Context: an optimization exercise on an open-source flow, tuned for small area. The choices shown serve that exercise and are no tape-out recipe.
RTL that was checked went through simulation tests only; none was proved equivalent to the original.
Function not checked in runs 2 and 3: the RTL went through the layout flow alone.
No activity file was given, so power comes from the tool's default toggle rates.

$ cat config.mk
export PLATFORM = sky130hd
export DESIGN_NAME = Segway
export DESIGN_NICKNAME = Segway
export VERILOG_FILES = /design/flow/design.v
export SDC_FILE = /design/flow/constraint.sdc
export NUM_CORES = 4
export LEC_CHECK = 0
export CAP_MARGIN = 20
export CORE_MARGIN = 2
export CORE_UTILIZATION = 70
export CTS_BUF_LIST = sky130_fd_sc_hd__clkbuf_4
export CTS_CLUSTER_DIAMETER = 50
export CTS_CLUSTER_SIZE = 10
export SLEW_MARGIN = 20
$ cat constraint.sdc
create_clock -name core_clock -period 12.0 [get_ports {clk}]
set_input_delay 2.4000 -clock core_clock [delete_from_list [all_inputs] [get_ports {clk}]]
set_output_delay 2.4000 -clock core_clock [all_outputs]
set_load 0.01 [all_outputs]
$ cat design.v
module rst_synch(RST_n, clk, rst_n);
input RST_n, clk;
output reg rst_n;
reg metastab;
always_ff @(negedge clk, negedge RST_n) begin
	if (!RST_n)
		metastab <= 1'b0;
	else
		metastab <= 1'b1;
end
always_ff @(negedge clk, negedge RST_n) begin
	if (!RST_n)
		rst_n <= 1'b0;
	else
		rst_n <= metastab;
end
endmodule
module rca #(parameter W = 8) (input [W-1:0] a, input [W-1:0] b, input ci,
                               output [W-1:0] s, output co);
    wire [W:0] c;
    assign c[0] = ci;
    genvar i;
    generate
        for (i = 0; i < W; i = i + 1) begin : g
            wire p = a[i] ^ b[i];
            assign s[i] = p ^ c[i];
            assign c[i+1] = (a[i] & b[i]) | (p & c[i]);
        end
    endgenerate
    assign co = c[W];
endmodule
module inc #(parameter W = 8) (input [W-1:0] a, input ci, output [W-1:0] s, output co);
    wire [W:0] c;
    assign c[0] = ci;
    genvar i;
    generate
        for (i = 0; i < W; i = i + 1) begin : g
            assign s[i] = a[i] ^ c[i];
            assign c[i+1] = a[i] & c[i];
        end
    endgenerate
    assign co = c[W];
endmodule
module ltc #(parameter W = 8) (input [W-1:0] a, input [W-1:0] b, input ci, output lt);
    wire [W:0] c;
    assign c[0] = ci;
    genvar i;
    generate
        for (i = 0; i < W; i = i + 1) begin : g
            assign c[i+1] = (~a[i] & b[i]) | (~a[i] & c[i]) | (b[i] & c[i]);
        end
    endgenerate
    assign lt = c[W];
endmodule
module SPI_mstr16 #(parameter RW = 8) (
    input  clk, rst_n,
    input  wrt,
    input  MISO,
    output SCLK,
    output SS_n,
    output done,
    output busy,
    output fin,                 
    output reg rx0,             
    output reg [RW-1:0] rd,     
    output [3:0] mosi_idx       
);
    reg [4:0] sclk_div;
    reg [3:0] q;
    reg bsy;
    assign SCLK = sclk_div[4];
    assign busy = bsy;
    assign done = ~bsy;
    wire smpl = bsy && (sclk_div == 5'd15);
    wire shft = bsy && (sclk_div == 5'd31);
    assign fin = bsy && (q == 4'd15) && (sclk_div == 5'd17);
    wire porch = (q == 4'd15) && sclk_div[4] && (sclk_div[3] || (&sclk_div[2:0]));
    assign SS_n = ~bsy | fin;
    wire [4:0] sclk_inc;
    wire [3:0] q_inc;
    inc #(5) u_s(.a(sclk_div), .ci(1'b1), .s(sclk_inc), .co());
    inc #(4) u_q(.a(q), .ci(1'b1), .s(q_inc), .co());
    always_ff @(posedge clk, negedge rst_n)
        if (!rst_n)
            sclk_div <= 5'd0;
        else if (wrt)
            sclk_div <= 5'b10111;
        else
            sclk_div <= sclk_inc;
    always_ff @(posedge clk, negedge rst_n)
        if (!rst_n)
            bsy <= 1'b0;
        else if (wrt)
            bsy <= 1'b1;
        else if (fin)
            bsy <= 1'b0;
    always_ff @(posedge clk)
        if (wrt)
            q <= 4'd15;
        else if (shft)
            q <= q_inc;
    always_ff @(posedge clk, negedge rst_n)
        if (!rst_n)
            rx0 <= 1'b0;
        else if (smpl && q == 4'd0)
            rx0 <= MISO;
    always_ff @(posedge clk)
        if (smpl)
            rd <= {rd[RW-2:0], MISO};
    assign mosi_idx = porch ? 4'd15 : ~q;
endmodule
module UART_rcv(clk, rst_n, RX, is_g, is_s);
    input clk, rst_n;
    input RX;
    output is_g, is_s;
    reg RX_meta, RX_stab;
    reg active;
    reg [3:0] rx_counter;
    reg [11:0] baud_counter;      
    reg mg, ms;
    always_ff @(posedge clk, negedge rst_n)
        if (!rst_n) begin
            RX_meta <= 1'b0;
            RX_stab <= 1'b0;
        end else begin
            RX_meta <= RX;
            RX_stab <= RX_meta;
        end
    localparam [11:0] LFSR_1302 = 12'h72d, LFSR_2604 = 12'h7ee;
    wire [11:0] baud_inc = {baud_counter[10:0],
                            ~(baud_counter[11] ^ baud_counter[10] ^ baud_counter[9] ^ baud_counter[3])};
    wire [3:0] rx_inc;
    inc #(4) u_r(.a(rx_counter), .ci(1'b1), .s(rx_inc), .co());
    wire start = ~active & ~RX_stab;
    wire shift = active & (baud_counter == LFSR_2604);
    wire fin   = active & ~shift & (rx_counter == 4'd10);
    always_ff @(posedge clk, negedge rst_n)
        if (!rst_n)
            active <= 1'b0;
        else if (start)
            active <= 1'b1;
        else if (fin)
            active <= 1'b0;
    always_ff @(posedge clk)
        if (start)
            baud_counter <= LFSR_1302;
        else if (shift)
            baud_counter <= 12'h000;
        else
            baud_counter <= baud_inc;
    always_ff @(posedge clk)
        if (start)
            rx_counter <= 4'h0;
        else if (shift)
            rx_counter <= rx_inc;
    reg pg, ps;
    always_comb begin
        pg = 1'b1; ps = 1'b1;
        case (rx_counter)
            4'd1: begin pg = 1'b1; ps = 1'b1; end
            4'd2: begin pg = 1'b1; ps = 1'b1; end
            4'd3: begin pg = 1'b1; ps = 1'b0; end
            4'd4: begin pg = 1'b0; ps = 1'b0; end
            4'd5: begin pg = 1'b0; ps = 1'b1; end
            4'd6: begin pg = 1'b1; ps = 1'b1; end
            4'd7: begin pg = 1'b1; ps = 1'b1; end
            4'd8: begin pg = 1'b0; ps = 1'b0; end
            default: begin pg = RX_stab; ps = RX_stab; end    
        endcase
    end
    always_ff @(posedge clk, negedge rst_n)
        if (!rst_n) begin
            mg <= 1'b0;
            ms <= 1'b0;
        end else if (start) begin
            mg <= 1'b1;
            ms <= 1'b1;
        end else if (shift) begin
            mg <= mg & (RX_stab == pg);
            ms <= ms & (RX_stab == ps);
        end
    assign is_g = ~active & mg;
    assign is_s = ~active & ms;
endmodule
module Auth_blk(clk, rst_n, RX, rider_off, pwr_up);
    input clk, rst_n;
    input RX, rider_off;
    output reg pwr_up;
    localparam [1:0] OFF = 2'd0, PWR1 = 2'd1, PWR2 = 2'd2;
    reg [1:0] state, next_state;
    wire g, s;
    UART_rcv rcv(.clk(clk), .rst_n(rst_n), .RX(RX), .is_g(g), .is_s(s));
    always_ff @(posedge clk, negedge rst_n)
        if (!rst_n)
            state <= OFF;
        else
            state <= next_state;
    always_comb begin
        next_state = PWR1;
        pwr_up = 1'b0;
        case (state)
            OFF:
                if (g) pwr_up = 1'b1;
                else next_state = OFF;
            PWR1:
                if (s) begin
                    if (rider_off) next_state = OFF;
                    else begin next_state = PWR2; pwr_up = 1'b1; end
                end else
                    pwr_up = 1'b1;
            PWR2:
                if (rider_off) next_state = OFF;
                else if (g) pwr_up = 1'b1;
                else begin next_state = PWR2; pwr_up = 1'b1; end
            default: ;
        endcase
    end
endmodule
module inertial_integrator(clk, rst_n, upd, ld_fus, ptch_rt, AZ, ptch);
    input clk, rst_n;
    input upd, ld_fus;
    input [15:0] ptch_rt, AZ;
    output [15:0] ptch;
    reg [26:0] ptch_int;
    reg fus;
    wire lt;
    wire [26:0] nxt;
    integ_comb u_c(.ptch_int(ptch_int), .ptch_rt(ptch_rt), .AZ(AZ), .fus(fus), .lt(lt), .nxt(nxt));
    always_ff @(posedge clk)
        if (ld_fus)
            fus <= lt;
    always_ff @(posedge clk, negedge rst_n)
        if (!rst_n)
            ptch_int <= 27'd0;
        else if (upd)
            ptch_int <= nxt;
    assign ptch = ptch_int[26:11];
endmodule
module integ_comb(input [26:0] ptch_int, input [15:0] ptch_rt, input [15:0] AZ, input fus,
                  output lt, output [26:0] nxt);
    wire [15:0] ptch = ptch_int[26:11];
    wire [8:0] azc_hi;
    wire [15:0] X;
    rca #(9) u_az3(.a(AZ[15:7]), .b(9'd3), .ci(1'b0), .s(azc_hi), .co());
    assign X = {azc_hi, AZ[6:0]};
    wire [18:0] Xe = {{3{X[15]}}, X};
    wire [18:0] X5, X7;
    rca #(19) u_x5b(.a({Xe[16:0], 2'b00}), .b(Xe), .ci(1'b0), .s(X5), .co());
    rca #(19) u_x7(.a({Xe[15:0], 3'b000}), .b(~Xe), .ci(1'b1), .s(X7), .co());
    wire [25:0] prod;
    rca #(26) u_pr(.a({X5[18], X5, 6'b0}), .b({{7{X7[18]}}, X7}), .ci(1'b0), .s(prod), .co());
    wire [15:0] acc = {{3{prod[25]}}, prod[25:13]};
    ltc #(16) u_cmp(.a({~ptch[15], ptch[14:0]}), .b({~acc[15], acc[14:0]}), .ci(1'b0), .lt(lt));
    wire [15:0] R;
    rca #(16) u_r(.a(ptch_rt), .b(16'hFC3E), .ci(1'b0), .s(R), .co());
    wire [26:0] B = ~{{11{R[15]}}, R};
    wire [16:0] T_hi;
    rca #(17) u_t(.a(B[26:10]), .b({17{~fus}}), .ci(fus), .s(T_hi), .co());
    rca #(27) u_n(.a(ptch_int), .b({T_hi, B[9:0]}), .ci(1'b1), .s(nxt), .co());
endmodule
module inert_intf(clk, rst_n, tmr_full, vld, vld_d, ptch, SS_n, SCLK, MOSI, MISO, INT);
    input clk, rst_n;
    input tmr_full;           
    output vld;               
    output reg vld_d;         
    output [15:0] ptch;       
    output SS_n, SCLK, MOSI;
    input MISO;
    input INT;
    localparam [3:0] INIT1 = 4'd0, INIT2 = 4'd1, INIT3 = 4'd2, INIT4 = 4'd3,
                     CHECK = 4'd4, READ1 = 4'd5, READ2 = 4'd6, READ3 = 4'd7,
                     READ4 = 4'd8, VALID = 4'd9;
    reg [3:0] state, nxt_state;
    wire done, busy, rx0;
    wire [7:0] rd;
    wire [3:0] idx;
    reg wrt;
    SPI_mstr16 #(.RW(8)) mstr(.clk(clk), .rst_n(rst_n), .wrt(wrt), .MISO(MISO),
                    .SCLK(SCLK), .SS_n(SS_n), .done(done), .busy(busy), .fin(),
                    .rx0(rx0), .rd(rd), .mosi_idx(idx));
    reg [15:0] cmd;
    always_comb
        case (state)
            INIT2:   cmd = 16'h0D02;
            INIT3:   cmd = 16'h1053;
            INIT4:   cmd = 16'h1150;
            READ2:   cmd = 16'hA200;
            READ3:   cmd = 16'hA300;
            READ4:   cmd = 16'hAC00;
            VALID:   cmd = 16'hAD00;
            default: cmd = 16'h1460;    
        endcase
    assign MOSI = busy ? cmd[idx] : rx0;
    reg INT_meta, INT_stab;
    always_ff @(posedge clk, negedge rst_n)
        if (!rst_n) begin
            INT_meta <= 1'b0;
            INT_stab <= 1'b0;
        end else begin
            INT_meta <= INT;
            INT_stab <= INT_meta;
        end
    always_ff @(posedge clk, negedge rst_n)
        if (!rst_n)
            vld_d <= 1'b0;
        else
            vld_d <= vld;
    always_ff @(posedge clk, negedge rst_n)
        if (!rst_n)
            state <= INIT1;
        else
            state <= nxt_state;
    always_comb begin
        nxt_state = state;
        wrt = 1'b0;
        case (state)
            INIT1: if (tmr_full) begin wrt = 1'b1; nxt_state = INIT2; end
            INIT2: if (done) begin wrt = 1'b1; nxt_state = INIT3; end
            INIT3: if (done) begin wrt = 1'b1; nxt_state = INIT4; end
            INIT4: if (done) begin wrt = 1'b1; nxt_state = CHECK; end
            CHECK: if (INT_stab) nxt_state = READ1;
            READ1: if (done) begin wrt = 1'b1; nxt_state = READ2; end
            READ2: if (done) begin wrt = 1'b1; nxt_state = READ3; end
            READ3: if (done) begin wrt = 1'b1; nxt_state = READ4; end
            READ4: if (done) begin wrt = 1'b1; nxt_state = VALID; end
            VALID: if (done) nxt_state = CHECK;
            default: nxt_state = INIT1;
        endcase
    end
    assign vld = (state == VALID) && done;
    reg [7:0] ptch_h, ptch_l, AZ_h;
    always_ff @(posedge clk) begin
        if (state == READ2 && done) ptch_l <= rd;
        if (state == READ3 && done) ptch_h <= rd;
    end
    always_ff @(posedge clk, negedge rst_n)
        if (!rst_n)
            AZ_h <= 8'h00;
        else if (vld_d)
            AZ_h <= rd;
    inertial_integrator integ(.clk(clk), .rst_n(rst_n), .upd(vld_d),
                              .ld_fus(state == READ4 && done),
                              .ptch_rt({ptch_h, ptch_l}), .AZ({AZ_h, rd}), .ptch(ptch));
endmodule
module balance_cntrl(clk, rst_n, vld, ptch, ld_cell_diff, lft_spd, lft_rev,
                     rght_spd, rght_rev, rider_off, en_steer, pwr_up, too_fast);
    input clk, rst_n;
    input vld;                         
    input [15:0] ptch;                 
    input [8:0] ld_cell_diff;          
    input rider_off;
    input en_steer;
    input pwr_up;
    output [10:0] lft_spd, rght_spd;
    output lft_rev, rght_rev;
    output too_fast;
    reg [17:0] ptch_I_term;
    reg [9:0] ptch_err_tmp, prev_ptch_err;
    reg clr_d;
    reg [15:0] lft_torque, rght_torque;
    wire [9:0] e;
    wire [17:0] integral;
    wire ov;
    wire [15:0] pid;
    pid_comb u_p(.ptch(ptch), .ptch_I_term(ptch_I_term), .prev_ptch_err(prev_ptch_err),
                 .e(e), .integral(integral), .ov(ov), .pid(pid));
    wire [15:0] lt_n, rt_n;
    trq_comb u_t(.pid(pid), .steer(en_steer), .diff(ld_cell_diff), .lft(lt_n), .rght(rt_n));
    always_ff @(posedge clk) begin
        lft_torque <= lt_n;
        rght_torque <= rt_n;
    end
    wire [10:0] lspd, rspd;
    shape sl(.t(lft_torque), .spd(lspd), .rev(lft_rev));
    shape sr(.t(rght_torque), .spd(rspd), .rev(rght_rev));
    assign lft_spd = lspd & {11{pwr_up}};
    assign rght_spd = rspd & {11{pwr_up}};
    assign too_fast = pwr_up & ((lspd > 11'd1536) | (rspd > 11'd1536));
    always_ff @(posedge clk, negedge rst_n)
        if (!rst_n)
            clr_d <= 1'b1;
        else
            clr_d <= ~pwr_up | rider_off;
    always_ff @(posedge clk)
        if (clr_d)
            ptch_I_term <= 18'h00000;
        else if (vld & ~ov)
            ptch_I_term <= integral;
    always_ff @(posedge clk, negedge rst_n)
        if (!rst_n) begin
            ptch_err_tmp <= 10'h000;
            prev_ptch_err <= 10'h000;
        end else if (vld) begin
            ptch_err_tmp <= e;
            prev_ptch_err <= ptch_err_tmp;
        end
endmodule
module pid_comb(input [15:0] ptch, input [17:0] ptch_I_term, input [9:0] prev_ptch_err,
                output [9:0] e, output [17:0] integral, output ov, output [15:0] pid);
    assign e = ptch[15] ? (&ptch[14:9] ? ptch[9:0] : 10'h200)
                        : (|ptch[14:9] ? 10'h1ff : {1'b0, ptch[8:0]});
    rca #(18) u_i(.a({{8{e[9]}}, e}), .b(ptch_I_term), .ci(1'b0), .s(integral), .co());
    assign ov = (e[9] & ptch_I_term[17] & ~integral[17]) |
                (~e[9] & ~ptch_I_term[17] & integral[17]);
    wire [9:0] dd;
    rca #(10) u_d(.a(e), .b(~prev_ptch_err), .ci(1'b1), .s(dd), .co());
    wire [6:0] ds = dd[9] ? (&dd[8:6] ? dd[6:0] : 7'h40)
                          : (|dd[8:6] ? 7'h3f : {1'b0, dd[5:0]});
    wire [12:0] ee = {{3{e[9]}}, e};
    wire [12:0] e7;
    rca #(13) u_e7(.a({ee[9:0], 3'b000}), .b(~ee), .ci(1'b1), .s(e7), .co());
    wire [9:0] dse = {{3{ds[6]}}, ds};
    wire [9:0] d5;
    rca #(10) u_d5(.a({dse[7:0], 2'b00}), .b(dse), .ci(1'b0), .s(d5), .co());
    wire [14:0] pd;
    rca #(15) u_pd(.a({{2{e7[12]}}, e7}), .b({{4{d5[9]}}, d5, 1'b0}), .ci(1'b0), .s(pd), .co());
    rca #(16) u_pid(.a({pd, 1'b0}), .b(ptch_I_term[17:2]), .ci(1'b0), .s(pid), .co());
endmodule
module trq_comb(input [15:0] pid, input steer, input [8:0] diff,
                output [15:0] lft, output [15:0] rght);
    wire [15:0] s = steer ? {{7{diff[8]}}, diff} : 16'h0000;
    rca #(16) u_l(.a(pid), .b(~s), .ci(1'b1), .s(lft), .co());
    rca #(16) u_r(.a(pid), .b(s), .ci(1'b0), .s(rght), .co());
endmodule
module shape(input [15:0] t, output [10:0] spd, output rev);
    wire neg = t[15];
    wire [15:0] x = t ^ {16{neg}};            
    wire lowt = ~|x[15:7] & ((x[6:0] < 7'd69) | ((x[6:0] == 7'd69) & ~neg));
    wire hit  = |x[15:11] | (x[10:0] > 11'd1067) | ((x[10:0] == 11'd1067) & neg);
    wire [6:0] a7;
    inc #(7) u_a(.a(x[6:0]), .ci(neg), .s(a7), .co());
    wire [10:0] A = lowt ? {a7, 4'b0000} : x[10:0];
    wire [10:0] B = lowt ? ~{4'b0000, a7} : 11'd980;
    wire [10:0] m;
    rca #(11) u_m(.a(A), .b(B), .ci(lowt | neg), .s(m), .co());
    assign spd = hit ? 11'h7ff : m;
    assign rev = neg ? (t >= 16'd33748) : (t >= 16'd31788);
endmodule
module steer_en(clk, rst_n, lft_e, rght_e, en_steer, rider_off, ld_cell_diff);
    input clk, rst_n;
    input [11:0] lft_e, rght_e;
    output reg en_steer;
    output reg rider_off;
    output reg [8:0] ld_cell_diff;   
    localparam [1:0] IDLE = 2'd0, WAIT = 2'd1, STEER_EN = 2'd2;
    reg [1:0] state, nxt_state;
    reg [15:0] timer_cnt;         
    reg clr_tmr;
    wire gt8_n, gt16_n, sgt_n, slt_n;
    wire [8:0] diff_n;
    steer_comb u_c(.lft_ld(lft_e), .rght_ld(rght_e), .ld_cell_diff(diff_n),
                   .diff_gt_eigth(gt8_n), .diff_gt_15_16(gt16_n),
                   .sum_gt_min(sgt_n), .sum_lt_min(slt_n));
    reg diff_gt_eigth, diff_gt_15_16, sum_gt_min, sum_lt_min;
    always_ff @(posedge clk, negedge rst_n)
        if (!rst_n) begin
            diff_gt_eigth <= 1'b0;    
            diff_gt_15_16 <= 1'b0;
            sum_gt_min <= 1'b0;
            sum_lt_min <= 1'b1;
        end else begin
            diff_gt_eigth <= gt8_n;
            diff_gt_15_16 <= gt16_n;
            sum_gt_min <= sgt_n;
            sum_lt_min <= slt_n;
        end
    always_ff @(posedge clk)
        ld_cell_diff <= diff_n;
    wire tmr_full = (timer_cnt == 16'hd577);
    wire [15:0] tmr_inc = {timer_cnt[14:0],
                           ~(timer_cnt[15] ^ timer_cnt[14] ^ timer_cnt[12] ^ timer_cnt[3])};
    always_ff @(posedge clk)
        timer_cnt <= clr_tmr ? 16'd0 : tmr_inc;
    always_ff @(posedge clk, negedge rst_n)
        if (!rst_n)
            state <= IDLE;
        else
            state <= nxt_state;
    always_comb begin
        en_steer = 1'b0;
        clr_tmr = 1'b0;
        rider_off = 1'b0;
        nxt_state = IDLE;
        case (state)
            IDLE:
                if (sum_gt_min) begin
                    nxt_state = WAIT;
                    clr_tmr = 1'b1;
                end else
                    rider_off = 1'b1;
            WAIT:
                if (!sum_gt_min)
                    rider_off = 1'b1;
                else if (diff_gt_eigth) begin
                    nxt_state = WAIT;
                    clr_tmr = 1'b1;
                end else if (tmr_full) begin
                    nxt_state = STEER_EN;
                    en_steer = 1'b1;
                end else
                    nxt_state = WAIT;
            STEER_EN:
                if (sum_lt_min)
                    rider_off = 1'b1;
                else if (diff_gt_15_16) begin
                    nxt_state = WAIT;
                    clr_tmr = 1'b1;
                end else begin
                    en_steer = 1'b1;
                    nxt_state = STEER_EN;
                end
            default: ;
        endcase
    end
endmodule
module steer_comb(input [11:0] lft_ld, input [11:0] rght_ld, output [8:0] ld_cell_diff,
                  output diff_gt_eigth, output diff_gt_15_16, output sum_gt_min, output sum_lt_min);
    wire [12:0] ld_sum;
    rca #(12) u_s(.a(lft_ld), .b(rght_ld), .ci(1'b0), .s(ld_sum[11:0]), .co(ld_sum[12]));
    wire [11:0] d;
    wire ge;                                    
    rca #(12) u_d(.a(lft_ld), .b(~rght_ld), .ci(1'b1), .s(d), .co(ge));
    assign ld_cell_diff = d[11:3];
    wire neg = ~ge;
    wire [11:0] x = d ^ {12{neg}};
    wire gt8;
    ltc #(12) u_c8(.a({2'b00, ld_sum[12:3]}), .b(x), .ci(neg), .lt(gt8));
    assign diff_gt_eigth = gt8;
    wire [11:0] mn = neg ? lft_ld : rght_ld;
    wire le16;
    ltc #(9) u_c16(.a({mn[7:0], 1'b1}), .b(ld_sum[12:4]), .ci(1'b1), .lt(le16));
    assign diff_gt_15_16 = ~|mn[11:8] & le16;
    assign sum_gt_min = ld_sum > 13'h220;
    assign sum_lt_min = ld_sum < 13'h1e0;
endmodule
module PWM11(clk, rst_n, cnt, duty, PWM_sig);
    input clk, rst_n;
    input [10:0] cnt;
    input [10:0] duty;
    output reg PWM_sig;
    wire R;    
    wire lt;
    ltc #(11) u_c(.a(cnt), .b(duty), .ci(1'b0), .lt(lt));
    assign R = ~lt;
    always_ff @(posedge clk, negedge rst_n)
        if (!rst_n)
            PWM_sig <= 1'b0;
        else if (R)
            PWM_sig <= 1'b0;
        else if (cnt == 11'd0)
            PWM_sig <= 1'b1;
endmodule
module mtr_drv(clk, rst_n, lft_spd, lft_rev, PWM_rev_lft, PWM_frwrd_lft, rght_spd, rght_rev, PWM_rev_rght, PWM_frwrd_rght);
    input clk, rst_n;
    input [10:0] lft_spd, rght_spd;
    input lft_rev, rght_rev;
    output PWM_rev_lft, PWM_frwrd_lft;
    output PWM_rev_rght, PWM_frwrd_rght;
    reg [10:0] cnt;
    wire lft_sig, rght_sig;
    wire [10:0] cnt_inc;
    inc #(11) u_i(.a(cnt), .ci(1'b1), .s(cnt_inc), .co());
    always_ff @(posedge clk, negedge rst_n)
        if (!rst_n)
            cnt <= 11'd0;
        else
            cnt <= cnt_inc;
    PWM11 lft(.clk(clk), .rst_n(rst_n), .cnt(cnt), .duty(lft_spd), .PWM_sig(lft_sig));
    PWM11 rght(.clk(clk), .rst_n(rst_n), .cnt(cnt), .duty(rght_spd), .PWM_sig(rght_sig));
    assign PWM_rev_lft = lft_rev & lft_sig;
    assign PWM_frwrd_lft = ~lft_rev & lft_sig;
    assign PWM_rev_rght = rght_rev & rght_sig;
    assign PWM_frwrd_rght = ~rght_rev & rght_sig;
endmodule
module A2D_intf(clk, rst_n, nxt, lft_e, rght_e, batt_low, SS_n, SCLK, MOSI, MISO);
    input clk, rst_n;
    input nxt;
    output reg [11:0] lft_e, rght_e;
    output reg batt_low;
    input MISO;
    output MOSI, SCLK, SS_n;
    localparam [1:0] IDLE = 2'd0, WRITE = 2'd1, UPDATE = 2'd2, READ = 2'd3;
    reg [1:0] state, nxt_state;
    reg [1:0] count;
    reg wrt, update;
    wire done, busy, fin, rx0;
    wire [11:0] rd;
    wire [3:0] idx;
    SPI_mstr16 #(.RW(12)) master(.clk(clk), .rst_n(rst_n), .wrt(wrt), .MISO(MISO),
                    .SCLK(SCLK), .SS_n(SS_n), .done(done), .busy(busy), .fin(fin),
                    .rx0(rx0), .rd(rd), .mosi_idx(idx));
    assign MOSI = busy ? ((idx == 4'd13) & (count != 2'd0)) | ((idx == 4'd11) & (count == 2'd2))
                       : rx0;
    always_ff @(posedge clk, negedge rst_n)
        if (!rst_n)
            count <= 2'b00;
        else if (update)
            count <= (count == 2'b10) ? 2'b00 : count + 2'd1;
    always_ff @(posedge clk, negedge rst_n)
        if (!rst_n)
            lft_e <= 12'h000;
        else if (state == READ && fin && count == 2'd0)
            lft_e <= rd;
    always_ff @(posedge clk, negedge rst_n)
        if (!rst_n)
            rght_e <= 12'h000;
        else if (state == READ && fin && count == 2'd1)
            rght_e <= rd;
    always_ff @(posedge clk, negedge rst_n)
        if (!rst_n)
            batt_low <= 1'b1;
        else if (update && count[1])
            batt_low <= (rd <= 12'h800);
    always_ff @(posedge clk, negedge rst_n)
        if (!rst_n)
            state <= IDLE;
        else
            state <= nxt_state;
    always_comb begin
        update = 1'b0;
        wrt = 1'b0;
        nxt_state = state;
        case (state)
            IDLE:   if (nxt) begin wrt = 1'b1; nxt_state = WRITE; end
            WRITE:  if (done) nxt_state = UPDATE;
            UPDATE: begin wrt = 1'b1; nxt_state = READ; end
            READ:   if (done) begin update = 1'b1; nxt_state = IDLE; end
        endcase
    end
endmodule
module piezo(clk, rst_n, norm_mode, ovr_spd, batt_low, sound, sound_n, tmr_full);
    input clk, rst_n;
    input norm_mode, ovr_spd, batt_low;
    output reg sound;
    output sound_n;
    output tmr_full;
    reg [12:0] lo;                   
    reg [13:0] hi;                   
    assign sound_n = ~sound;
    wire lo_top = (lo == 13'h1000);
    wire wrap = (hi == 14'h2faf) && (lo == 13'h0ca3);      
    assign tmr_full = lo_top & (&hi[2:0]);                   
    wire lo_fb = lo[12] ^ lo[3] ^ lo[2] ^ lo[0] ^ ~|lo[11:0];
    wire [13:0] hi_inc;
    inc #(14) u_i(.a(hi), .ci(lo_top), .s(hi_inc), .co());
    always_ff @(posedge clk, negedge rst_n)
        if (!rst_n) begin
            lo <= 13'd0;
            hi <= 14'd0;
        end else if (wrap) begin
            lo <= 13'd0;
            hi <= 14'd0;
        end else begin
            lo <= {lo[11:0], lo_fb};
            hi <= hi_inc;
        end
    wire [26:13] count = hi;
    wire S_norm = norm_mode & (count[26:22] == 5'b00001) & !count[16];
    wire R_norm = !norm_mode | (count[26:22] != 5'b00001) | count[16];
    wire S_ovr  = ovr_spd & !count[13] & count[19];
    wire R_ovr  = !ovr_spd | count[13];
    wire batt_win = (count[26:25] == 2'b00) & (count[23:22] == 2'b01);
    wire S_batt = batt_low & !count[15] & batt_win;
    wire R_batt = !batt_low | count[15];
    wire S = (S_norm & !ovr_spd & !batt_low) | (S_ovr & !(batt_win & batt_low)) | S_batt;
    wire R = R_norm & R_ovr & R_batt;
    always_ff @(posedge clk, negedge rst_n)
        if (!rst_n)
            sound <= 1'b0;
        else if (R)
            sound <= 1'b0;
        else if (S)
            sound <= 1'b1;
endmodule
module Segway(clk,RST_n,LED,INERT_SS_n,INERT_MOSI,
              INERT_SCLK,INERT_MISO,A2D_SS_n,A2D_MOSI,A2D_SCLK,
              A2D_MISO,PWM_rev_rght,PWM_frwrd_rght,PWM_rev_lft,
              PWM_frwrd_lft,piezo_n,piezo,INT,RX);
    input clk,RST_n;
    input INERT_MISO;
    input A2D_MISO;
    input INT;
    input RX;
    output [7:0] LED;
    output A2D_SS_n, INERT_SS_n;
    output A2D_MOSI, INERT_MOSI;
    output A2D_SCLK, INERT_SCLK;
    output PWM_rev_rght, PWM_frwrd_rght;
    output PWM_rev_lft, PWM_frwrd_lft;
    output piezo_n,piezo;
    wire rst_n;
    wire pwr_up;
    wire [11:0] lft_e, rght_e;            
    wire batt_low;
    wire [15:0] ptch;
    wire vld, vld_d;                       
    wire tmr_full;
    wire en_steer, rider_off;
    wire [8:0] ld_cell_diff;
    wire [10:0] lft_spd, rght_spd;
    wire lft_rev, rght_rev;
    wire too_fast;
    assign LED = 8'h00;
    Auth_blk iAUTH(.clk(clk), .rst_n(rst_n), .RX(RX), .rider_off(rider_off), .pwr_up(pwr_up));
    inert_intf iININT(.clk(clk), .rst_n(rst_n), .tmr_full(tmr_full), .INT(INT),
                      .vld(vld), .vld_d(vld_d), .ptch(ptch),
                      .SS_n(INERT_SS_n), .SCLK(INERT_SCLK), .MOSI(INERT_MOSI), .MISO(INERT_MISO));
    balance_cntrl iBAL(.clk(clk), .rst_n(rst_n), .vld(vld_d), .ptch(ptch), .rider_off(rider_off),
                       .en_steer(en_steer), .pwr_up(pwr_up), .ld_cell_diff(ld_cell_diff),
                       .too_fast(too_fast), .lft_spd(lft_spd), .lft_rev(lft_rev),
                       .rght_spd(rght_spd), .rght_rev(rght_rev));
    steer_en iSTEER(.clk(clk), .rst_n(rst_n), .lft_e(lft_e), .rght_e(rght_e),
                    .en_steer(en_steer), .rider_off(rider_off), .ld_cell_diff(ld_cell_diff));
    mtr_drv iMTR(.clk(clk), .rst_n(rst_n), .lft_spd(lft_spd), .lft_rev(lft_rev),
                 .rght_spd(rght_spd), .rght_rev(rght_rev),
                 .PWM_rev_lft(PWM_rev_lft), .PWM_frwrd_lft(PWM_frwrd_lft),
                 .PWM_rev_rght(PWM_rev_rght), .PWM_frwrd_rght(PWM_frwrd_rght));
    A2D_intf iA2DINT(.clk(clk), .rst_n(rst_n), .nxt(vld),
                     .lft_e(lft_e), .rght_e(rght_e), .batt_low(batt_low),
                     .SS_n(A2D_SS_n), .SCLK(A2D_SCLK), .MOSI(A2D_MOSI), .MISO(A2D_MISO));
    piezo iSPKR(.clk(clk), .rst_n(rst_n), .norm_mode(pwr_up), .ovr_spd(too_fast), .batt_low(batt_low),
                .sound(piezo), .sound_n(piezo_n), .tmr_full(tmr_full));
    rst_synch iRST(.clk(clk), .RST_n(RST_n), .rst_n(rst_n));
endmodule
$ cat run.sh
#!/bin/bash
# synth_recipe.tcl (not shown) runs the flow's synth.tcl, then flattens the netlist and writes it again
# the make line also repeats each setting of config.mk as NAME=value (left out here)
make -C /OpenROAD-flow-scripts/flow DESIGN_CONFIG=/design/flow/config.mk WORK_HOME=/design/flow/orfs CLKGATE_MAP_FILE= SYNTH_SCRIPT=/design/flow/synth_recipe.tcl finish
==> metrics.cfg, run 1 <==
[run_status]
status=complete, no violations

[route]
wirelength_mm=36.34
drtAntennaViolNets=0
dr.pass1.iters=6
viasPerCell=5.596
num_vias=12640
drtIter0Drc=681
drc_errors=0
wl_per_cell_um=16.09

[setup_path]
crit_required_ns=12.59
cp_max_fo=4
cp_data_arrival_time_ns=12.09
start_kind=flop
cp_slowest_cell=fa_1
critPathCaptureType=flop
criticalPathCategory=reg -> reg
path_common_cell=fa_1
reg2reg_slack_ns=0.50
cp_slowest_stage_delay_ns=0.59

[timing]
post-route-period-util_pct=95.83
finalSetupViolations=0
min_period_ns=11.50
skew_ns=0.07255
finalMaxSlewViolations=0
worst_slew_pin_slew_ns=1.071
fin_tns_setup_ns=0
slew_headroom_pct=28.07
timing.final.ws_setup_ns=0.5003
max_freq_mhz=86.96
rsz0062_at_grt=no
fin_hold_ws_ns=0.2996
hold_viol=0

[global_routing]
busiest_layer=met2
globalRouteMet1Util_pct=36.80
grtUsageMet3_pct=3.470
gr-total-overflow=0
grt_pass1_vias=12930
antenna_found_initial=1
use_met2_pct=44.50
grt_max_degree=161
grt_pass1_wl_mm=61.90
grt_usage_pct=26.49

[clock_network]
clockBufferDepth=3
cts_tree=done
cts_made_buffers=39
clk-insertion-delay-late_ns=0.69
cts_root_buffer=clkbuf_4
clock_sinks=297
clk_pin_slew_worst_paths_ns=0.10
cts.hold.buffers_added=0
htreeDepth=2

[logic_synthesis]
ys_ff_latch=297
seq_area_frac_synth_pct=36.59
avgSynthCellArea_um2=10.68
yosysTopAreaCell=dfrtp_1
ys.flop_type=dfrtp_1
async_flop_share_pct=54.55
synth_cell_types=83
synth_edf_count=37
syn_area_um2=19490
synth_top_area_share_pct=20.16
synthTopCellsByCount=inv_1, fa_1, dfrtp_1
synth_cells=1824
synth.most_common_cell=inv_1
yosysWarnings=13
synthTopCellsByArea=dfrtp_1, fa_1, dfxtp_1

[layout]
regArea_um2=7133
nNetsFinal=2177
layoutNonFillerInstCount=2258
area_delta_synth_final_pct=6.132
nFillCells=1971
drive_gt1_share_pct=9.101
multiInputGateArea_um2=11160

[power_and_ir_drop]
p_leak_nw=9.512
peakVddDrop_mv=0.09097
pwr_density_cell_nw_per_um2=85.18

[floorplan]
placeableCoreArea_um2=27630
initial_core_util_pct=70.53
die_w_um=170.8
die_area_um2=29190
die_height_um=170.8
rows=61
io_pins=26

[placement]
io_buffers=17
place_inst=2179
gp_congestion=0.8552
hpwlAfterDp_mm=27.67
dp_slack_ns=-0.1526

[job]
maxCapViolations=0

[min_path]
hold_path_class=reg -> reg

-- layer usage --
metal  routed length (µm)  share of wire, %
met2                17680                49
met1                16520                45
met4                  856               2.4
met5                    0                 0
met3                 1279               3.5
-- flip-flops by register name (all words and copies together), names as in the netlist, 5 cells and up --
register	count
iSTEER.ld_cell_diff	9
iBAL.ptch_I_term	18
iBAL.prev_ptch_err	10
iBAL.lft_torque	16
iA2DINT.master.sclk_div	5
iA2DINT.lft_e	12
iBAL.ptch_err_tmp	10
iAUTH.rcv.baud_counter	12
iSTEER.timer_cnt	16
iBAL.rght_torque	15
iININT.ptch_l	8
iININT.ptch_h	8
iMTR.cnt	11
iININT.AZ_h	8
iSPKR.hi	14
iININT.integ.ptch_int	27
iA2DINT.rght_e	12
iA2DINT.master.rd	12
iININT.mstr.rd	8
iININT.mstr.sclk_div	5
iSPKR.lo	13
-- cells by family after synthesis --
family	after synthesis	synth area share, %
compound gates	287	9.381
xor+xnor	65	2.922
fa+ha+maj	336	28.88
buf+inv	328	6.517
flops	297	36.59
mux	86	4.732
other cells	2	0.03854
simple gates	423	10.93
-- stage by stage --
step / power [mW] / instance area, µm² / util (%)
after CTS: 1.786 / 20600 / 74.58
after floorplan: 1.126 / 19520 / -
after global placement: 1.144 / 20020 / 72.46
after global routing: 1.831 / 20680 / 74.85
final: 1.762 / 20680 / 74.85
after detailed placement: 1.147 / 20020 / 72.46
-- final cells by class --
class	instances	share of cell area (%)
Timing Repair Buffer	39	1.682
Multi-Input combinational cell	1206	53.96
Sequential cell	297	34.49
Tap cell	378	2.287
Antenna cell	1	0.01210
Clock inverter	11	0.5445
Clock buffer	61	2.214
Inverter	265	4.810
-- worst max-delay path: cells and delay by family, from the launching register on --
family | cells | cell delay, ns
DFF | 1 | 0.41
and+or+nand+nor | 1 | 0.19
xor gates and xnor gates | 2 | 0.30
adders and majority gates | 24 | 9.63
AOI/OAI and AO/OA | 4 | 0.69
buffers and inverters | 3 | 0.21
-- power breakdown --
| part | leakage, nW | internal (mW) | switching [mW] |
|---|---|---|---|
| Sequential | 3.28 | 1.04 | 0.0150 |
| Combinational | 5.90 | 0.0331 | 0.0413 |
| Clock | 0.333 | 0.280 | 0.357 |
-- placed cells by master (no fill, tap or decap), types with 21 or more instances in the layout --
cell and instances:
nor2b_1 35, mux2_2 45, nand2_1 105, dfrtp_1 155, xor2_1 27, clkbuf_4 61, nand3_1 25, ha_1 130
nor2_1 109, nor3_1 25, a21oi_1 90, inv_1 262, dfxtp_1 98, edfxtp_1 37, mux2i_1 40, xnor2_1 37
and2_1 30, o21ai_0 64, fa_1 187, buf_4 21
-- final timing paths --
check,from,to,cells after the start
setup / recovery,iININT.integ.ptch_int[20]$_DFFE_PN0P_,iBAL.rght_torque[14]$_DFF_P_,34
hold / removal,iRST.metastab$_DFF_NN0_,iRST.rst_n$_DFF_NN0_,0
setup reg to reg,iININT.integ.ptch_int[20]$_DFFE_PN0P_,iBAL.rght_torque[14]$_DFF_P_,34
hold reg to reg,iRST.metastab$_DFF_NN0_,iRST.rst_n$_DFF_NN0_,0
max in group asynchronous,RST_n,iRST.metastab$_DFF_NN0_,1
min in group asynchronous,iRST.rst_n$_DFF_NN0_,iA2DINT.master.rx0$_DFFE_PN0P_,1
-- timing repair --
action,CTS,global route
pin swaps,0,3
setup endpoints to repair,3,5
setup buffers,0,6
cloned,0,0
gates resized for setup,5,9
==> run 2, diff against run 1 <==
--- a/design.v
+++ b/design.v
@@ -255,6 +255,6 @@
     rca #(16) u_r(.a(ptch_rt), .b(16'hFC3E), .ci(1'b0), .s(R), .co());
-    wire [26:0] B = ~{{11{R[15]}}, R};
-    wire [16:0] T_hi;
-    rca #(17) u_t(.a(B[26:10]), .b({17{~fus}}), .ci(fus), .s(T_hi), .co());
-    rca #(27) u_n(.a(ptch_int), .b({T_hi, B[9:0]}), .ci(1'b1), .s(nxt), .co());
+    wire [15:0] nR = ~R;                      
+    wire [6:0] t7;
+    rca #(7) u_t(.a({nR[15], nR[15:10]}), .b({7{~fus}}), .ci(fus), .s(t7), .co());
+    rca #(27) u_n(.a(ptch_int), .b({{10{t7[6]}}, t7, nR[9:0]}), .ci(1'b1), .s(nxt), .co());
 endmodule
@@ -414,5 +414,5 @@
     rca #(10) u_d5(.a({dse[7:0], 2'b00}), .b(dse), .ci(1'b0), .s(d5), .co());
-    wire [14:0] pd;
-    rca #(15) u_pd(.a({{2{e7[12]}}, e7}), .b({{4{d5[9]}}, d5, 1'b0}), .ci(1'b0), .s(pd), .co());
-    rca #(16) u_pid(.a({pd, 1'b0}), .b(ptch_I_term[17:2]), .ci(1'b0), .s(pid), .co());
+    wire [13:0] pd;
+    rca #(14) u_pd(.a({e7[12], e7}), .b({{3{d5[9]}}, d5, 1'b0}), .ci(1'b0), .s(pd), .co());
+    rca #(16) u_pid(.a({pd[13], pd, 1'b0}), .b(ptch_I_term[17:2]), .ci(1'b0), .s(pid), .co());
 endmodule
--- a/config.mk
+++ b/config.mk
@@ -9,6 +9,6 @@
 export CORE_MARGIN = 2
-export CORE_UTILIZATION = 70
-export CTS_BUF_LIST = sky130_fd_sc_hd__clkbuf_4
-export CTS_CLUSTER_DIAMETER = 50
-export CTS_CLUSTER_SIZE = 10
+export CORE_UTILIZATION = 60
+export CTS_BUF_LIST = sky130_fd_sc_hd__clkbuf_8
+export CTS_CLUSTER_DIAMETER = 60
+export CTS_CLUSTER_SIZE = 16
 export SLEW_MARGIN = 20
==> run 2 against run 1 <==
Net effect: synthesized cell count hardly changed; die area grew 16%; critical path depth grew 1; sequential power is essentially flat; area after synthesis fell by 0.44%; first-iteration DRC count shrank 23%; core utilization fell by 9.1 points; non-clock buffer count rose by 12; final area grew 0.77%; largest cell class unchanged; highest routed layer unchanged.
==> metrics.cfg, run 2 <==
[layout]
stdcell_area_um2=20840
nNetsFinal=2179
final_cell_mix=inv_1, fa_1, dfrtp_1
n_antenna_cell=0
regMostFlops=iININT.integ.ptch_int
drive_gt1_share_pct=8.994
final_common_cell=inv_1
layoutNonFillerInstCount=2281
reg.largest.list=iININT.integ.ptch_int (27), iBAL.ptch_I_term (18)
area_delta_synth_final_pct=7.417
largest_reg_flops=27

[clock_network]
clk-insertion-delay-late_ns=0.64
clockBufferDepth=3
cts.hold.buffers_added=0
cts_root_buffer=clkbuf_8
clk_pin_slew_worst_paths_ns=0.10
cts_made_buffers=30
cts_tree=done
clock_sinks=297
htreeDepth=1

[logic_synthesis]
seq_area_frac_synth_pct=36.75
synth_mux_area_share_pct=4.501
synthTopCellsByCount=inv_1, fa_1, dfrtp_1
async_flop_share_pct=54.55
synthAdderAreaFrac_pct=28.65
yosysTopAreaCell=dfrtp_1
synthTopCellsByArea=dfrtp_1, fa_1, dfxtp_1
avgSynthCellArea_um2=10.63
synthSimpleGateAreaFrac_pct=11.18
yosys.area_share.xor_xnor_pct=2.979
ys_ff_latch=297
synth_top_area_share_pct=20.25
yosysWarnings=13
synth.most_common_cell=inv_1
ys.flop_type=dfrtp_1
synth_edf_count=37
synth_top_family_by_area=adder cells
syn_area_um2=19400
synth_compound_area_share_pct=9.254
synth_cells=1825
synth_cell_types=83

[placement]
place_inst=2223
gp_congestion=0.8776
io_buffers=17
placed_area_um2=20110
hpwlAfterDp_mm=27.30

[power_and_ir_drop]
p_leak_nw=9.605
power.net_switching_uw=459.2
p_int_mw=1.371
seq_power_share_pct=57.3
pwr_density_cell_nw_per_um2=87.83
clkPwrFrac_pct=38.1
finalPower_mw=1.830
p_sw_share_pct=25.09
pwr-share-comb_pct=4.6
peakVddDrop_mv=0.09015

[setup_path]
cp_max_fo=6
cp_slowest_stage_delay_ns=0.58
critPathCaptureType=flop
start_kind=flop
path_common_cell=fa_1
crit_required_ns=12.54
cp_data_arrival_time_ns=12.11
cp_slowest_cell=fa_2
criticalPathCategory=reg -> reg

[floorplan]
placeableCoreArea_um2=31720
die_area_um2=33790
die_height_um=183.8
io_pins=26
die_w_um=183.8
initial_core_util_pct=61.17
rows=65

[run_status]
status=complete, no violations

[global_routing]
gr-total-overflow=0
grt_pass1_wl_mm=62.04
grt_pass1_vias=12800
grt_usage_pct=22.53
antenna_found_initial=0
grt_max_degree=161

[timing]
hold_viol=0
skew_ns=0.06608
min_period_ns=11.57
worst_slew_pin_slew_ns=1.050
post-route-period-util_pct=96.44
finalSetupViolations=0
max_freq_mhz=86.41
finalMaxSlewViolations=0
slew_headroom_pct=29.07

[route]
wl_per_cell_um=15.76
viasPerCell=5.474
wirelength_mm=35.96
dr.pass1.iters=5
drtAntennaViolNets=0
drc_errors=0
num_vias=12490
drtIter0Drc=522

[job]
maxCapViolations=0

[min_path]
hold_path_class=reg -> reg

## run 2: cell types whose count changed in the layout (fill, tap and decap cells not counted), moves of 6 or more
cell,previous run,this run
clkbuf_4,61,0
clkbuf_8,0,30
inv_1,262,278
buf_4,21,33
fa_1,187,179
nand3_1,25,33
nor3_1,25,17
mux2i_1,40,34
## run 2: cell type report
class	instances	area [µm²]
multi-input cells	1201	11070
fillers	2490	10880
flip-flops and latches	297	7132
inverters	274	1028
well taps	402	503.0
repair buffers	51	437.9
clock buffers	30	412.9
clock inverters	26	252.7
## run 2: worst max-delay path: cells and delay by family, from the launching register on
family / cells / cell delay (ns)
fa+ha+maj: 24 / 9.31
compound gates: 4 / 0.85
xor+xnor: 3 / 0.51
flops: 1 / 0.36
buf+inv: 3 / 0.32
simple gates: 1 / 0.13
## run 2: kinds of logic (layout without fill, tap and decap cells)
group / after synthesis / in the layout
DFF: 297 / 297
xor gates and xnor gates: 66 / 66
adders and majority gates: 334 / 334
other: 2 / 9
and+or+nand+nor: 428 / 428
buffers and inverters: 334 / 381
AOI/OAI and AO/OA: 283 / 283
muxes: 81 / 81
## run 2: worst paths after layout
check	start	endpoint	slack [ns]	cells past startpoint
worst max-delay path	iININT.integ.ptch_int[24]$_DFFE_PN0P_	iBAL.rght_torque[15]$_DFF_P_	0.43	35
worst min-delay path	iRST.metastab$_DFF_NN0_	iRST.rst_n$_DFF_NN0_	0.30	0
worst max register to register	iININT.integ.ptch_int[24]$_DFFE_PN0P_	iBAL.rght_torque[15]$_DFF_P_	0.43	35
worst min register to register	iRST.metastab$_DFF_NN0_	iRST.rst_n$_DFF_NN0_	0.30	0
max in group asynchronous	RST_n	iRST.metastab$_DFF_NN0_	3.99	1
min in group asynchronous	iRST.rst_n$_DFF_NN0_	iA2DINT.master.sclk_div[1]$_DFF_PN0_	6.42	1
## run 2: power groups by stage
stage | clock network (mW) | logic, mW | registers [mW]
2_1_floorplan | 0 | 0.0531 | 1.07
3_3_place_gp | 0 | 0.0827 | 1.07
3_5_place_dp | 0 | 0.0837 | 1.07
4_1_cts | 0.725 | 0.0843 | 1.05
5_1_grt | 0.761 | 0.0931 | 1.05
6_report | 0.698 | 0.0834 | 1.05
## run 2: metrics by stage
step / setup TNS [ns] / hold WS (ns) / util, % / worst slack, ns
after CTS: 0 / 0.2983 / 65.52 / 0.06958
final: 0 / 0.2988 / 65.70 / 0.4274
after global placement: 0 / 0.2952 / 63.38 / 0.1535
after global routing: -0.01971 / 0.3029 / 65.70 / -0.01971
after detailed placement: 0 / 0.2978 / 63.41 / 0.01526
after floorplan: 0 / 0.2917 / - / 0.006920
## run 2: metal layers
metal  up-vias  global-route usage, %  wire length, µm
li1       6110                      -                -
met1      6172                  29.94            16250
met2       144                  39.11            17650
met3        60                  3.407             1033
met4         0                  5.440             1018
met5         -                      0                0
## run 2: timing repair
item	4_1_cts	5_1_grt
pin swaps	0	3
setup endpoints to repair	1	4
buffers inserted	0	2
resized for setup	2	13
==> run 3, diff against run 2 <==
--- a/config.mk
+++ b/config.mk
@@ -9,3 +9,3 @@
 export CORE_MARGIN = 2
-export CORE_UTILIZATION = 60
+export CORE_UTILIZATION = 75
 export CTS_BUF_LIST = sky130_fd_sc_hd__clkbuf_8
==> run 3 against run 2 <==
Net effect: via count increased by 3.1%; non-clock buffer count decreased by 7; sequential power about the same; core utilization increased by 16 points; final area decreased by 0.60%; combinational power decreased by 8.4%; critical path depth decreased by 2; critical path type unchanged; largest power group unchanged; highest routed layer unchanged.
==> metrics.cfg, run 3 <==
[floorplan]
die_w_um=164.8
io_pins=26
placeableCoreArea_um2=25250
initial_core_util_pct=76.82
die_height_um=164.8
die_area_um2=27170
rows=58

[placement]
gp_congestion=0.8579
hpwlAfterDp_mm=27.86
io_buffers=17
place_inst=2137
placed_area_um2=19920

[power_and_ir_drop]
p_leak_nw=9.580
p_sw_share_pct=24.82
p_int_mw=1.363
pwr_density_cell_nw_per_um2=87.55
seq_power_share_pct=57.9
power.net_switching_uw=450.1
peakVddDrop_mv=0.1026
clkPwrFrac_pct=37.9
pwr-share-comb_pct=4.2

[logic_synthesis]
synthSimpleGateAreaFrac_pct=11.18
synth_compound_area_share_pct=9.254
yosysTopAreaCell=dfrtp_1
yosysWarnings=13
yosys.area_share.xor_xnor_pct=2.979
synthTopCellsByCount=inv_1, fa_1, dfrtp_1
async_flop_share_pct=54.55
synthAdderAreaFrac_pct=28.65
syn_area_um2=19400
synth_edf_count=37
synth_cells=1825
synth_top_area_share_pct=20.25
avgSynthCellArea_um2=10.63
ys.flop_type=dfrtp_1
ys_ff_latch=297
seq_area_frac_synth_pct=36.75
synth_cell_types=83
synth_top_family_by_area=adder cells
synthTopCellsByArea=dfrtp_1, fa_1, dfxtp_1
synth_mux_area_share_pct=4.501
synth.most_common_cell=inv_1

[setup_path]
critPathCaptureType=flop
start_kind=flop
crit_required_ns=12.49
criticalPathCategory=reg -> reg
r2r.worst_path.cells=33
rr_startpoint=iININT.integ.ptch_int[22]$_DFFE_PN0P_
path_common_cell=fa_1
cp_slowest_stage_delay_ns=0.60
reg2reg_slack_ns=0.37
cp_slowest_cell=fa_1
cp_max_fo=3
cp_data_arrival_time_ns=12.12
reg2reg_to=iBAL.lft_torque[15]$_DFF_P_

[global_routing]
gr-total-overflow=0
grt_max_degree=161
antenna_found_initial=1
grt_pass1_vias=13230
grt_usage_pct=28.04
grt_pass1_wl_mm=61.49

[clock_network]
clk-insertion-delay-late_ns=0.61
cts_tree=done
cts_root_buffer=clkbuf_8
cts.hold.buffers_added=0
clk_pin_slew_worst_paths_ns=0.09
cts_made_buffers=30
clock_sinks=297
htreeDepth=1
clockBufferDepth=3

[route]
drtAntennaViolNets=0
num_vias=12880
wirelength_mm=36.63
wl_per_cell_um=16.63
drc_errors=0
dr.pass1.iters=5
drtIter0Drc=778
viasPerCell=5.847

[timing]
max_freq_mhz=86.02
skew_ns=0.04782
post-route-period-util_pct=96.88
hold_viol=0
slew_headroom_pct=29.99
finalMaxSlewViolations=0
worst_slew_pin_slew_ns=1.049
min_period_ns=11.63
finalSetupViolations=0

[job]
maxCapViolations=0

[layout]
reg.largest.list=iININT.integ.ptch_int (27), iBAL.ptch_I_term (18)
stdcell_area_um2=20710
final_util_pct=82.03
area_delta_synth_final_pct=6.772
final_common_cell=inv_1
n_antenna_cell=0
nNetsFinal=2172
drive_gt1_share_pct=8.654
layoutNonFillerInstCount=2202
largest_reg_flops=27
final_cell_mix=inv_1, fa_1, dfrtp_1
regMostFlops=iININT.integ.ptch_int

[min_path]
hold_path_class=reg -> reg
whs_path_depth=0
worstHoldEndpoint=iRST.rst_n$_DFF_NN0_
hp-start=iRST.metastab$_DFF_NN0_

[run_status]
status=complete, no violations

==> run 3: cell counts after synthesis <==
No cell type changed its count.
==> run 3: per-layer routing <==
| layer | global-route usage [%] | up-vias | share of wire (%) |
|---|---|---|---|
| li1 | - | 6099 | - |
| met1 | 35.59 | 6421 | 42 |
| met5 | 0 | - | 0 |
| met4 | 8.538 | 0 | 3.0 |
| met3 | 3.139 | 86 | 3.2 |
| met2 | 50.86 | 269 | 52 |
==> run 3: worst max-delay path by stage <==
stage / from / endpoint / cells after the start
floorplan: iININT.integ.ptch_int[26]$_DFFE_PN0P_ / iBAL.rght_torque[15]$_DFF_P_ / 34
global placement: iININT.integ.ptch_int[22]$_DFFE_PN0P_ / iBAL.rght_torque[15]$_DFF_P_ / 33
detailed placement: iININT.integ.ptch_int[22]$_DFFE_PN0P_ / iBAL.rght_torque[15]$_DFF_P_ / 32
CTS: iININT.integ.ptch_int[24]$_DFFE_PN0P_ / iBAL.rght_torque[14]$_DFF_P_ / 34
global route: iININT.integ.ptch_int[22]$_DFFE_PN0P_ / iBAL.lft_torque[15]$_DFF_P_ / 34
finish: iININT.integ.ptch_int[22]$_DFFE_PN0P_ / iBAL.lft_torque[15]$_DFF_P_ / 33
==> run 3: worst max-delay path, delay by kind of cell, from the launching register on <==
| kind | cells | cell delay, ns |
|---|---|---|
| xor gates and xnor gates | 1 | 0.13 |
| AOI/OAI and AO/OA | 4 | 0.91 |
| DFF | 1 | 0.38 |
| adders and majority gates | 24 | 9.77 |
| buffers and inverters | 4 | 0.33 |
==> run 3: layout make-up <==
| type | count | area, µm² |
|---|---|---|
| Clock buffer | 32 | 440.4 |
| Multi-Input combinational cell | 1201 | 11090 |
| Clock inverter | 24 | 226.5 |
| Tap cell | 330 | 412.9 |
| Inverter | 274 | 1028 |
| Sequential cell | 297 | 7132 |
| Fill cell | 1458 | 4539 |
| Timing Repair Buffer | 44 | 389.1 |
==> run 3: power by group through the flow <==
stage | clock network (mW) | registers, mW | logic (mW)
final | 0.687 | 1.05 | 0.0764
after global routing | 0.741 | 1.05 | 0.0859
after CTS | 0.702 | 1.05 | 0.0775
after detailed placement | 0 | 1.07 | 0.0770
after global placement | 0 | 1.07 | 0.0744
after floorplan | 0 | 1.07 | 0.0531
==> run 3: what timing repair did <==
action	in CTS	in global routing
pin swaps	2	4
buffers inserted	4	4
endpoints found under the setup margin	3	5
resized for setup	6	11
==> run 3: through the flow <==
stage                     power [mW]  setup slack (ns)  hold slack [ns]  TNS (ns)
after floorplan                1.127          0.006920           0.2917         0
after global placement         1.144            0.1218           0.3010         0
after detailed placement       1.149           -0.1438           0.3052   -0.3203
after CTS                      1.829          0.006759           0.3144         0
after global routing           1.880          -0.02559           0.3145  -0.05115
final                          1.814            0.3749           0.3068         0
==> run 3: cell families after synthesis <==
family,count (synthesis)
other,2
and+or+nand+nor,428
DFF,297
adders and majority gates,334
xor gates and xnor gates,66
AOI/OAI and AO/OA,283
muxes,81
buffers and inverters,334
==> run 4, diff against run 3 <==
--- a/design.v
+++ b/design.v
@@ -429,6 +429,4 @@
     wire hit  = |x[15:11] | (x[10:0] > 11'd1067) | ((x[10:0] == 11'd1067) & neg);
-    wire [6:0] a7;
-    inc #(7) u_a(.a(x[6:0]), .ci(neg), .s(a7), .co());
-    wire [10:0] A = lowt ? {a7, 4'b0000} : x[10:0];
-    wire [10:0] B = lowt ? ~{4'b0000, a7} : 11'd980;
+    wire [10:0] A = lowt ? {x[6:0], {4{neg}}} : x[10:0];
+    wire [10:0] B = lowt ? ~{4'b0000, x[6:0]} : 11'd980;
     wire [10:0] m;
==> run 4 against run 3 <==
Net effect: setup slack improved by 0.022 ns; combinational power rose by 2%; clock power fell by 8.7%; first-iteration DRC count fell by 2.7%; critical path depth rose by 2; synthesized cell count rose by 2.5%; fmax rose by 0.19%; power fell by 3.3%; count of clock-buffer cells in the layout fell by 3; largest cell class unchanged.
==> metrics.cfg, run 4 <==
[run_status]
status=complete, no violations

[power_and_ir_drop]
pwr_density_cell_nw_per_um2=84.74
peakVddDrop_mv=0.1395
finalPower_mw=1.755
p_leak_nw=9.472

[logic_synthesis]
synth.most_common_cell=inv_1
synth_top_area_share_pct=20.11
seq_area_frac_synth_pct=36.50
ys_ff_latch=297
async_flop_share_pct=54.55
synth_edf_count=37
synth_cell_types=84
synthTopCellsByArea=dfrtp_1, fa_1, dfxtp_1
syn_area_um2=19540
ys.flop_type=dfrtp_1
synth_cells=1870
yosysWarnings=13
avgSynthCellArea_um2=10.45
synthTopCellsByCount=inv_1, fa_1, dfrtp_1
yosysTopAreaCell=dfrtp_1

[global_routing]
use_met2_pct=50.09
grt_pass1_wl_mm=61.94
grt_max_degree=161
grt_pass1_vias=13100
globalRouteMet1Util_pct=37.45
grtUsageMet3_pct=3.347
grt_usage_pct=28.32
busiest_layer=met2
antenna_found_initial=0
gr-total-overflow=0

[floorplan]
initial_core_util_pct=75.62
io_pins=26
rows=59
die_height_um=165.4
placeableCoreArea_um2=25840
die_area_um2=27360
die_w_um=165.4

[route]
num_vias=12860
wirelength_mm=37.17
drtIter0Drc=757
drtAntennaViolNets=0
drc_errors=0
wl_per_cell_um=16.65
dr.pass1.iters=5
viasPerCell=5.763

[layout]
stdcell_area_um2=20710
nFillCells=1698
regMostFlops=iININT.integ.ptch_int
final_cell_mix=inv_1, fa_1, dfrtp_1
final_common_cell=inv_1
largest_reg_flops=27
layoutNonFillerInstCount=2232
final_util_pct=80.14
drive_gt1_share_pct=8.224
reg.largest.list=iININT.integ.ptch_int (27), iBAL.ptch_I_term (18)
area_delta_synth_final_pct=5.981
n_antenna_cell=0
nNetsFinal=2188

[timing]
fin_hold_ws_ns=0.3044
max_freq_mhz=86.18
timing.final.ws_setup_ns=0.3967
skew_ns=0.04685
rsz0062_at_grt=no
finalSetupViolations=0
finalMaxSlewViolations=0
post-route-period-util_pct=96.69
hold_viol=0
worst_slew_pin_slew_ns=1.042
min_period_ns=11.60
slew_headroom_pct=30.03
fin_tns_setup_ns=0

[clock_network]
cts_tree=done
clk_pin_slew_worst_paths_ns=0.09
clock_sinks=297
clockBufferDepth=3
cts_root_buffer=clkbuf_8
cts_made_buffers=27
clk-insertion-delay-late_ns=0.59
htreeDepth=1

[placement]
gp_congestion=0.8709
placed_area_um2=20060
dp_slack_ns=-0.3960
place_inst=2178
hpwlAfterDp_mm=28.04
io_buffers=17

[setup_path]
criticalPathCategory=reg -> reg
cp_slowest_stage_delay_ns=0.58
cp_data_arrival_time_ns=12.08
reg2reg_to=iBAL.rght_torque[15]$_DFF_P_
rr_startpoint=iININT.integ.ptch_int[23]$_DFFE_PN0P_
cp_max_fo=6
crit_required_ns=12.47
r2r.worst_path.cells=35
cp_slowest_cell=fa_2
path_common_cell=fa_1
critPathCaptureType=flop
reg2reg_slack_ns=0.40
start_kind=flop

[min_path]
whs_path_depth=0
worstHoldEndpoint=iRST.rst_n$_DFF_NN0_
hold_path_class=reg -> reg
hp-start=iRST.metastab$_DFF_NN0_

[job]
maxCapViolations=0

-- run 4: cell types whose count changed in the layout (fill, tap and decap cells not counted), sizes merged, moves of 5 or more --
cell    before  now
nand2      101  121
ha         130  114
xnor2       37   53
nor3        20   31
xor2        29   18
a21oi       94  104
o21bai      10    1
nand2b      19   26
nor2       109  114
-- run 4: where the power goes --
part,internal [mW],switching [mW],total [mW]
combinational,0.0348,0.0435,0.0783
sequential,1.04,0.0145,1.05
clock,0.259,0.368,0.627
total,1.33,0.426,1.75
-- run 4: logic make-up after synthesis --
group                    after synthesis  share of synthesized area, %
multiplexers                          82                         4.515
flip-flops                           297                         36.50
XOR/XNOR                              71                         3.183
adder cells (fa/ha/maj)              319                         27.66
AND/OR/NAND/NOR                      461                         11.64
other                                  2                       0.03844
AO/OA/AOI/OAI                        288                         9.510
buffers and inverters                350                         6.961
-- run 4: what timing repair did --
item	4_1_cts	5_1_grt
endpoints found under the hold margin	0	0
gates resized for setup	4	11
endpoints found under the setup margin	4	4
pin swaps	1	3
hold buffers	0	0
setup buffers	2	1
-- run 4: layout make-up --
type | count | area, µm² | share of cell area (%)
timing repair buffer | 48 | 415.4 | 2.006
clock buffer | 29 | 399.1 | 1.928
tap | 335 | 419.2 | 2.024
clock inverter | 21 | 163.9 | 0.7916
sequential | 297 | 7132 | 34.44
multi-input combinational | 1230 | 11150 | 53.87
inverter | 272 | 1022 | 4.937
-- run 4: how the worst max path moves through the flow --
stage,from,to,slack (ns),cells after the start
2_1_floorplan,iININT.integ.ptch_int[23]$_DFFE_PN0P_,iBAL.rght_torque[15]$_DFF_P_,0.0007,34
3_3_place_gp,iININT.integ.ptch_int[23]$_DFFE_PN0P_,iBAL.rght_torque[15]$_DFF_P_,-0.09,35
3_5_place_dp,iININT.integ.ptch_int[23]$_DFFE_PN0P_,iBAL.rght_torque[15]$_DFF_P_,-0.40,35
4_1_cts,iININT.integ.ptch_int[22]$_DFFE_PN0P_,iBAL.rght_torque[15]$_DFF_P_,0.03,35
5_1_grt,iININT.integ.ptch_int[23]$_DFFE_PN0P_,iBAL.rght_torque[15]$_DFF_P_,0.004,35
6_report,iININT.integ.ptch_int[23]$_DFFE_PN0P_,iBAL.rght_torque[15]$_DFF_P_,0.40,35
-- run 4: routing by layer --
layer | vias up | share of wire (%)
met1 | 6332 | 43
met4 | 0 | 2.6
met2 | 274 | 51
met3 | 65 | 3.7
li1 | 6191 | -
met5 | - | 0
-- run 4: critical path, delay by kind of cell, from the launching register on --
kind,cells,cell delay (ns)
AO/OA/AOI/OAI,4,0.84
XOR/XNOR,3,0.46
adder cells (fa/ha/maj),24,9.37
buffers and inverters,3,0.32
flip-flops,1,0.39
AND/OR/NAND/NOR,1,0.11
==> run 5, diff against run 4 <==
--- a/design.v
+++ b/design.v
@@ -270,4 +270,4 @@
     localparam [3:0] INIT1 = 4'd0, INIT2 = 4'd1, INIT3 = 4'd2, INIT4 = 4'd3,
-                     CHECK = 4'd4, READ1 = 4'd5, READ2 = 4'd6, READ3 = 4'd7,
-                     READ4 = 4'd8, VALID = 4'd9;
+                     CHECK = 4'd4, READ1 = 4'd5, READ2 = 4'd8, READ3 = 4'd9,
+                     READ4 = 4'd10, VALID = 4'd11;
     reg [3:0] state, nxt_state;
--- a/config.mk
+++ b/config.mk
@@ -9,3 +9,3 @@
 export CORE_MARGIN = 2
-export CORE_UTILIZATION = 75
+export CORE_UTILIZATION = 60
 export CTS_BUF_LIST = sky130_fd_sc_hd__clkbuf_8
==> run 5 against run 4 <==
Net effect: sequential cell count unchanged; area after synthesis fell by 1.7%; final area shrank 0.13%; wire length down 7.4%; sequential share of layout area about the same; power is 3.6% higher; clock skew up 0.0094 ns; fmax up 0.66%; worst hold slack got worse by 0.010 ns; critical path depth up 1; setup slack better by 0.076 ns; highest routed layer unchanged.
==> metrics.cfg, run 5 <==
[placement]
io_buffers=17
placed_area_um2=19880
gp_congestion=0.8668
dp_slack_ns=-0.3077
hpwlAfterDp_mm=25.98

[layout]
stdcell_area_um2=20680
final_cell_mix=inv_1, fa_1, dfrtp_1
area_delta_synth_final_pct=7.695
reg.largest.list=iININT.integ.ptch_int (27), iBAL.ptch_I_term (18)
drive_gt1_share_pct=9.281
multiInputGateArea_um2=10890
nNetsFinal=2151

[job]
maxCapViolations=0

[power_and_ir_drop]
peakVddDrop_mv=0.1089
finalPower_mw=1.818

[global_routing]
antenna_found_initial=0
grt_pass1_wl_mm=59.82
gr-total-overflow=0
grt_max_degree=161
grt_usage_pct=21.77

[logic_synthesis]
yosysWarnings=13
avgSynthCellArea_um2=10.60
ys.flop_type=dfrtp_1
synthTopCellsByArea=dfrtp_1, fa_1, dfxtp_1
yosysTopAreaCell=dfrtp_1
synth_cell_types=72
ys_ff_latch=297
seq_area_frac_synth_pct=37.13
synthTopCellsByCount=inv_1, fa_1, dfrtp_1
synth_cells=1812
synth_edf_count=37
syn_area_um2=19200

[timing]
post-route-period-util_pct=96.06
fin_tns_setup_ns=0
finalMaxSlewViolations=0
rsz0062_at_grt=no
timing.final.ws_setup_ns=0.4722
worst_slew_pin_slew_ns=0.9776
finalSetupViolations=0
skew_ns=0.05624
hold_viol=0
slew_headroom_pct=34.33

[clock_network]
clk-insertion-delay-late_ns=0.62
cts_root_buffer=clkbuf_8
clockBufferDepth=3
cts_tree=done
htreeDepth=1
clk_pin_slew_worst_paths_ns=0.09
clock_sinks=297
cts_made_buffers=31

[route]
highest_layer=met4
drc_errors=0
wirelength_mm=34.42
met3_wirelength_um=983

[setup_path]
crit_required_ns=12.51
cp_max_fo=6
cp_slowest_cell=fa_2
cp_slowest_stage_delay_ns=0.57
path_common_cell=fa_1
cp_data_arrival_time_ns=12.04
criticalPathCategory=reg -> reg
start_kind=flop
critPathCaptureType=flop

[floorplan]
initial_core_util_pct=60.85
die_w_um=182.9
placeableCoreArea_um2=31560
die_area_um2=33450
rows=65
io_pins=26

[run_status]
status=complete, no violations

[min_path]
hold_path_class=reg -> reg

run 5: cell types whose count changed after synthesis, moves of 8 or more:
cell,previous run,this run
nor2_1,114,122
clkbuf_1,54,45
nand2b_1,26,15
nand2_1,121,109
nor3_1,31,18
nand3_1,30,20
run 5: layer usage:
layer / vias up / global-route usage, %
li1: 6020 / -
met1: 6010 / 29.45
met2: 155 / 37.60
met3: 59 / 2.859
met4: 0 / 5.344
met5: - / 0
run 5: critical path: cells and delay by family (launching register included):
kind / cells / cell delay, ns
AO/OA/AOI/OAI: 4 / 0.70
flip-flops: 1 / 0.37
XOR/XNOR: 2 / 0.33
AND/OR/NAND/NOR: 1 / 0.12
adder cells (fa/ha/maj): 24 / 9.36
buffers and inverters: 5 / 0.55
run 5: final timing paths:
| check | startpoint | end | slack (ns) | cells after the start |
|---|---|---|---|---|
| min reg2reg | iRST.metastab$_DFF_NN0_ | iRST.rst_n$_DFF_NN0_ | 0.29 | 0 |
| max reg2reg | iININT.integ.ptch_int[23]$_DFFE_PN0P_ | iBAL.rght_torque[14]$_DFF_P_ | 0.47 | 36 |
| max | iININT.integ.ptch_int[23]$_DFFE_PN0P_ | iBAL.rght_torque[14]$_DFF_P_ | 0.47 | 36 |
| min | iRST.metastab$_DFF_NN0_ | iRST.rst_n$_DFF_NN0_ | 0.29 | 0 |
| min in group asynchronous | iRST.rst_n$_DFF_NN0_ | iA2DINT.lft_e[0]$_DFFE_PN0P_ | 6.45 | 1 |
| max in group asynchronous | RST_n | iRST.metastab$_DFF_NN0_ | 3.97 | 1 |
run 5: cells by family (layout without fill, tap and decap cells):
family	after synthesis	in the layout	synth area share [%]
AO/OA/AOI/OAI	275	275	8.972
other	2	9	0.03911
flip-flops	297	297	37.13
buffers and inverters	337	382	6.790
multiplexers	76	76	4.242
AND/OR/NAND/NOR	427	427	10.99
adder cells (fa/ha/maj)	326	326	28.55
XOR/XNOR	72	72	3.284
run 5: where the power goes:
part	internal [mW]	total, mW	leakage (nW)	switching (mW)
clock	0.296	0.695	0.369	0.398
sequential	1.03	1.05	3.28	0.0144
combinational	0.0357	0.0745	5.83	0.0387
run 5: repair_timing:
action | 4_1_cts | 5_1_grt
pin swaps | 4 | 2
gates cloned | 0 | 0
resized for setup | 7 | 9
setup endpoints to repair | 4 | 5
setup buffers | 4 | 2
run 5: final cells by class:
type / instances / area share [%]
multi-input combinational: 1185 / 52.64
sequential: 297 / 34.49
inverter: 271 / 4.919
tap: 402 / 2.432
timing repair buffer: 53 / 2.190
clock buffer: 32 / 2.130
clock inverter: 26 / 1.204
run 5: stage by stage:
stage	cells	hold WS, ns
2_1_floorplan	1819	0.2917
3_3_place_gp	2202	0.2969
3_5_place_dp	2202	0.3022
4_1_cts	2264	0.3007
5_1_grt	2266	0.3081
6_report	2266	0.2941
